What follows belongs to an exercise in optimizing a design on an open flow for small area, a short achievable clock period and few clock cycles per item; a production flow would make more cautious choices.
Only simulation tests tie the RTL to the original design; equivalence was not proved.

==> flow/design.v (outline; a module is shown in full before it is edited, if it fits) <==
// module lzc: 22 lines
// module gen_lzc: 25 lines
// module lzc_4: 10 lines
// module int_div: 97 lines
// module ks_sub: 36 lines
// module int_sqrt: 76 lines
// module fp_rnd: 240 lines
// module fp_add_head: 221 lines
// module fp_add_tail: 141 lines
// module fp_mul_head: 125 lines
// module fp_mul_tail: 173 lines
// module fp_fma_s2: 290 lines
// module fp_fma_tail: 186 lines
// module fp_fma_add_head: 302 lines
// module fma_addsub: 35 lines
// module fp_div: 229 lines
// module fp_sqrt: 189 lines
// module fp_i2f: 155 lines
// module fp_f2i: 229 lines
// module fp_cmp: 154 lines
// module fp_classify: 113 lines
// module f2d: 146 lines
// module d2f: 153 lines
// module fp_top: 773 lines
module fp_top
#(
    parameter fp_pkg::fp_format_e  FP_FORMAT   = fp_pkg::FP32,
    parameter fp_pkg::int_format_e INT_FORMAT  = fp_pkg::INT32,
    parameter logic        RISCV_MODE  = 1'b0
)
(
    input clk_i,
    input rst_i,
    input start_i,
    output logic ready_o,
    input [63:0] a_i,
    input [63:0] b_i,
    input [63:0] c_i,
    input fp_pkg::roundmode_e rnd_i,
    input fp_pkg::float_op_e op_i,
    input [1:0] op_modify_i,
    output logic [63:0] result_o,
    output logic valid_o,
    output fp_pkg::status_t flags_o
);
  // ...
==> flow/flow/run.sh <==
#!/bin/bash
set -euo pipefail
bash standard.sh SETUP_SLACK_MARGIN=8 finish > flow_make.log 2>&1
==> flow/standard.sh <==
#!/bin/bash
# synth_recipe.tcl (not shown) runs the flow's synth.tcl, then flattens the netlist and writes it again
# the make line also repeats each setting of config.mk as NAME=value (left out here)
make -C /OpenROAD-flow-scripts/flow DESIGN_CONFIG=/design/flow/config.mk WORK_HOME=/design/flow/orfs CLKGATE_MAP_FILE= SYNTH_SCRIPT=/design/flow/synth_recipe.tcl "${@:-finish}"
==> flow/config.mk <==
export PLATFORM = sky130hd
export DESIGN_NAME = fp_top
export DESIGN_NICKNAME = fp_top
export VERILOG_FILES = /design/flow/design.v
export SDC_FILE = /design/flow/constraint.sdc
export NUM_CORES = 8
export LEC_CHECK = 0
export CAP_MARGIN = 20
export CORE_MARGIN = 2
export CORE_UTILIZATION = 40
export SETUP_SLACK_MARGIN = 5
export SLEW_MARGIN = 20
export SYNTH_HIERARCHICAL = 1
export SYNTH_MINIMUM_KEEP_SIZE = 200
==> flow/constraint.sdc <==
create_clock -name core_clock -period 20.0 [get_ports {clk_i}]
set_input_delay 4.0000 -clock core_clock [delete_from_list [all_inputs] [get_ports {clk_i}]]
set_output_delay 4.0000 -clock core_clock [all_outputs]
set_load 0.01 [all_outputs]
==> results_dict.tcl, run 1 <==
set metrics [dict create \
    ff_latch_area_mm2 0.0157 \
    synth_nets 17200 \
    maxSlewViolCount 0 \
    clkbuf_count 115 \
    critPathLaunch "m_b_q[6]" \
    period_needed_ns 13.53 \
    cts.sinks 709 \
    drt-met1-wl_mm 227 \
    final_common_cell "nand2_1" \
    crit_arrival_ns 9.53 \
    grt_start_max_net_pins 90 \
    antenna_found_initial 51 \
    regToRegStartpoint "m_b_q[6]" \
    globalplace.congestion 1.05 \
    fin_nets 17800 \
    num_rows 197 \
    cp.depth 45 \
    final_cell_mix "nand2_1 (1676), nor2_1 (1567), inv_1 (1217)" \
    fmax_mhz 73.9 \
    largest_registers "f_aurpr_mant_q: 53 flops, m_prod_q: 48 flops, urnd_q: 38 flops" \
    placed_area_mm2 0.123 \
    timing.final.hold_violations 0 \
    status "no timing/DRC/antenna violations" \
    nWellTaps 3781 \
    design_area_mm2 0.144 \
    largest_register "f_aurpr_mant_q" \
    seq_cells 709 \
    htreeDepth 3 \
    crit_path_end_kind "output pin" \
    cts_tree "built" \
    cp_slowest_cell "a222oi_1" \
]
Testbench counts, summed over its fixed seeds: cycles 38,356, ops 24,000.
==> inputs of run 2 (changes only) <==
==> flow/run.sh (new file) <==
#!/bin/bash
# synth_recipe.tcl (not shown) runs the flow's synth.tcl, then flattens the netlist and writes it again
# the make line also repeats each setting of config.mk as NAME=value (left out here)
make -C /OpenROAD-flow-scripts/flow DESIGN_CONFIG=/design/flow/config.mk WORK_HOME=/design/flow/orfs CLKGATE_MAP_FILE= SYNTH_SCRIPT=/design/flow/synth_recipe.tcl finish
removed: flow/flow/run.sh
removed: flow/standard.sh
==> results_dict.tcl, run 2 <==
set metrics [dict create \
    status "no timing/DRC/antenna violations" \
    grt_pass1_wl_mm 776 \
    cts_buffers 83 \
    largest_reg_flops 53 \
    critPathKind "primary input to register" \
    post-route-drc-count 0 \
    largest_registers "f_aurpr_mant_q: 53 flops, m_prod_q: 48 flops, urnd_q: 38 flops" \
    r2r-end "f_ashamt_q[0]" \
    num_rows 197 \
    report.final.setup_viol 0 \
    dr_wl_met2_mm 215 \
    avgViaCountPerCell 6.40 \
    io_buffers 210 \
    clkLatencyLatePin_ns 0.75 \
    drtAntennaViolNets 0 \
    finalWirelength_mm 537 \
    grt.total_usage_pct 35.0 \
    cap_violations 0 \
    drt-met1-wl_mm 223 \
    whs_ns 0.453 \
    die_height_um 543 \
    overflow 0 \
    clk_root_buffer_cell "clkbuf_16" \
    wl_met3_mm 65.5 \
    critPathRequiredTime_ns 20.62 \
    regToRegStartpoint "m_b_q[23]" \
    ys_warn_count 46 \
    skew_ns 0.0465 \
    cts_tree "built" \
    clk_pin_slew_ns 0.06 \
    relSlewSlack_pct 13.6 \
    fin_nets 17000 \
    grt_start_max_net_pins 84 \
    final_common_cell "nand2_1" \
    syn_avg_cell_area_um2 7.44 \
    coreArea_mm2 0.288 \
    synth_nets 17200 \
    rsz0062_at_grt "false" \
    r2r_cells 60 \
    crit_arrival_ns 15.33 \
    globalplace.congestion 1.05 \
    htreeDepth 3 \
    filler_cell_count 29600 \
    slowest_delay_ns 0.72 \
    final_cell_mix "nand2_1 (1754), nor2_1 (1644), inv_1 (1267)" \
    start_util_pct 40.2 \
    ios 275 \
    ff_latch_area_mm2 0.0157 \
    min_from "fp_div_inst.int_div_inst.p_q[6]" \
    cp_slowest_cell "clkdlybuf4s50_1" \
    r2r_setup_slack_ns 5.46 \
    top_layer_used "met5" \
    synthToLayoutAreaGrowth_pct 9.99 \
    hold_class "register to register" \
    critPathMaxFanout 24 \
    hpwlAfterDp_mm 403 \
    dr.pass1.iters 10 \
    multi_input_area_mm2 0.0930 \
    worstHoldEndpoint "fp_div_inst.int_div_inst.p_q[12]" \
    crit_top_cell "fa_1" \
    crit_path_end_kind "register" \
    cts.sinks 709 \
    drive_above_1_share_pct 9.52 \
    fmax_mhz 68.0 \
    timing.final.hold_violations 0 \
    maxSlewViolCount 0 \
    drt-initial-drc-count 17100 \
    critPathLaunchType "primary input" \
    worst_pin_slew_ns 1.28 \
    dieArea_mm2 0.294 \
    vias 124000 \
    synthCells 15600 \
    setup_tns_ns 0 \
    grt_pass1_vias 114000 \
    worstHoldPathCells 0 \
    antenna_found_initial 47 \
    dieWidth_um 543 \
    clockBufferDepth 3 \
    largest_register "f_aurpr_mant_q" \
    period_needed_ns 14.72 \
    synthesis.area_mm2 0.116 \
    routedWlPerCell_um 27.9 \
    finalCritPeriodShare_pct 73.6 \
]
run 2: how the worst max path moves through the flow:
| stage | start | to | cells past startpoint |
|---|---|---|---|
| 6_report | b_i[27] | m_prod_q[47] | 31 |
| 5_1_grt | fp_div_inst.int_div_inst.s_q[23] | fp_div_inst.int_div_inst.s_q[6] | 69 |
| 4_1_cts | m_b_q[23] | f_ashamt_q[0] | 66 |
| 3_5_place_dp | m_b_q[23] | f_ashamt_q[0] | 56 |
| 3_3_place_gp | m_b_q[23] | f_ashamt_q[4] | 57 |
| 2_1_floorplan | fp_div_inst.int_div_inst.c_q[24] | fp_div_inst.int_div_inst.s_q[18] | 65 |
run 2: cell type report:
| cell class | count | area share, % |
|---|---|---|
| diodes | 17 | 0.0333 |
| well taps | 3781 | 3.71 |
| repair inverters | 1 | 0.00392 |
| inverters | 1305 | 3.87 |
| flip-flops and latches | 709 | 12.3 |
| multi-input cells | 12600 | 72.8 |
| clock buffers | 115 | 1.86 |
| clock inverters | 39 | 0.459 |
| repair buffers | 733 | 4.99 |
run 2: critical path: cells and delay by family:
kind,cells,cell delay (ns)
adders and majority gates,8,4.12
and+or+nand+nor,7,2.46
AOI/OAI and AO/OA,6,2.04
buffers and inverters,6,1.64
muxes,3,0.77
xor gates and xnor gates,1,0.23
run 2: metrics by stage:
step	utilization [%]	cells	cell area, µm²	worst slack (ns)
6_report	44.3	19300	128000	5.28
5_1_grt	44.3	19300	128000	4.97
4_1_cts	43.8	19200	126000	4.94
3_5_place_dp	42.3	19000	122000	2.04
3_3_place_gp	42.3	19000	122000	2.18
2_1_floorplan	-	15600	116000	5.06
run 2: metal layers:
metal  GRT usage, %  vias to the layer above
met1           48.6                    59100
met5              0                        -
met2           49.1                     7520
li1               -                    55200
met3           9.21                     1579
met4           18.0                       44
run 2: repair_timing:
action / CTS / global route
pin swaps: 16 / 24
endpoints found under the setup margin: 120 / 90
hold buffers: 0 / 0
gates cloned: 10 / 6
setup buffers: 35 / 52
resized for setup: 139 / 186

## what the ideal ports hide
No port has a modelled driver above. Below, the same layouts with a new extraction and two added sets of constraints.
Step 1 (the two cells are an assumption about what drives the block):
set clk [get_ports {clk_i}]
set_driving_cell -lib_cell sky130_fd_sc_hd__clkbuf_16 $clk
set_driving_cell -lib_cell sky130_fd_sc_hd__buf_2 [delete_from_list [all_inputs] $clk]
Step 2 adds t to the input delays and takes it off the output delays; t is the mean of the earliest and latest rising clock arrival at the registers after step 1. Input paths then give back, and output paths get back, about the clock's delay inside the block.
a / b / c = no drivers / after step 1 / after step 2; a / b = the first two.
| run | t, ns | setup WS [ns] | latest minus earliest clock arrival (ns) | cell pins on the clock port's net |
|---|---|---|---|---|
| run 1 | 0.915 | 6.468 / 6.365 / 6.373 | 0.092 / 0.092 | 1 |
| run 2 | 0.843 | 5.285 / 5.365 / 4.522 | 0.051 / 0.051 | 1 |
After both steps every run listed still meets setup and hold. For run 2, which loses most, drivers alone change the setup slack by +0.080 ns; drivers and shift together by -0.763 ns.
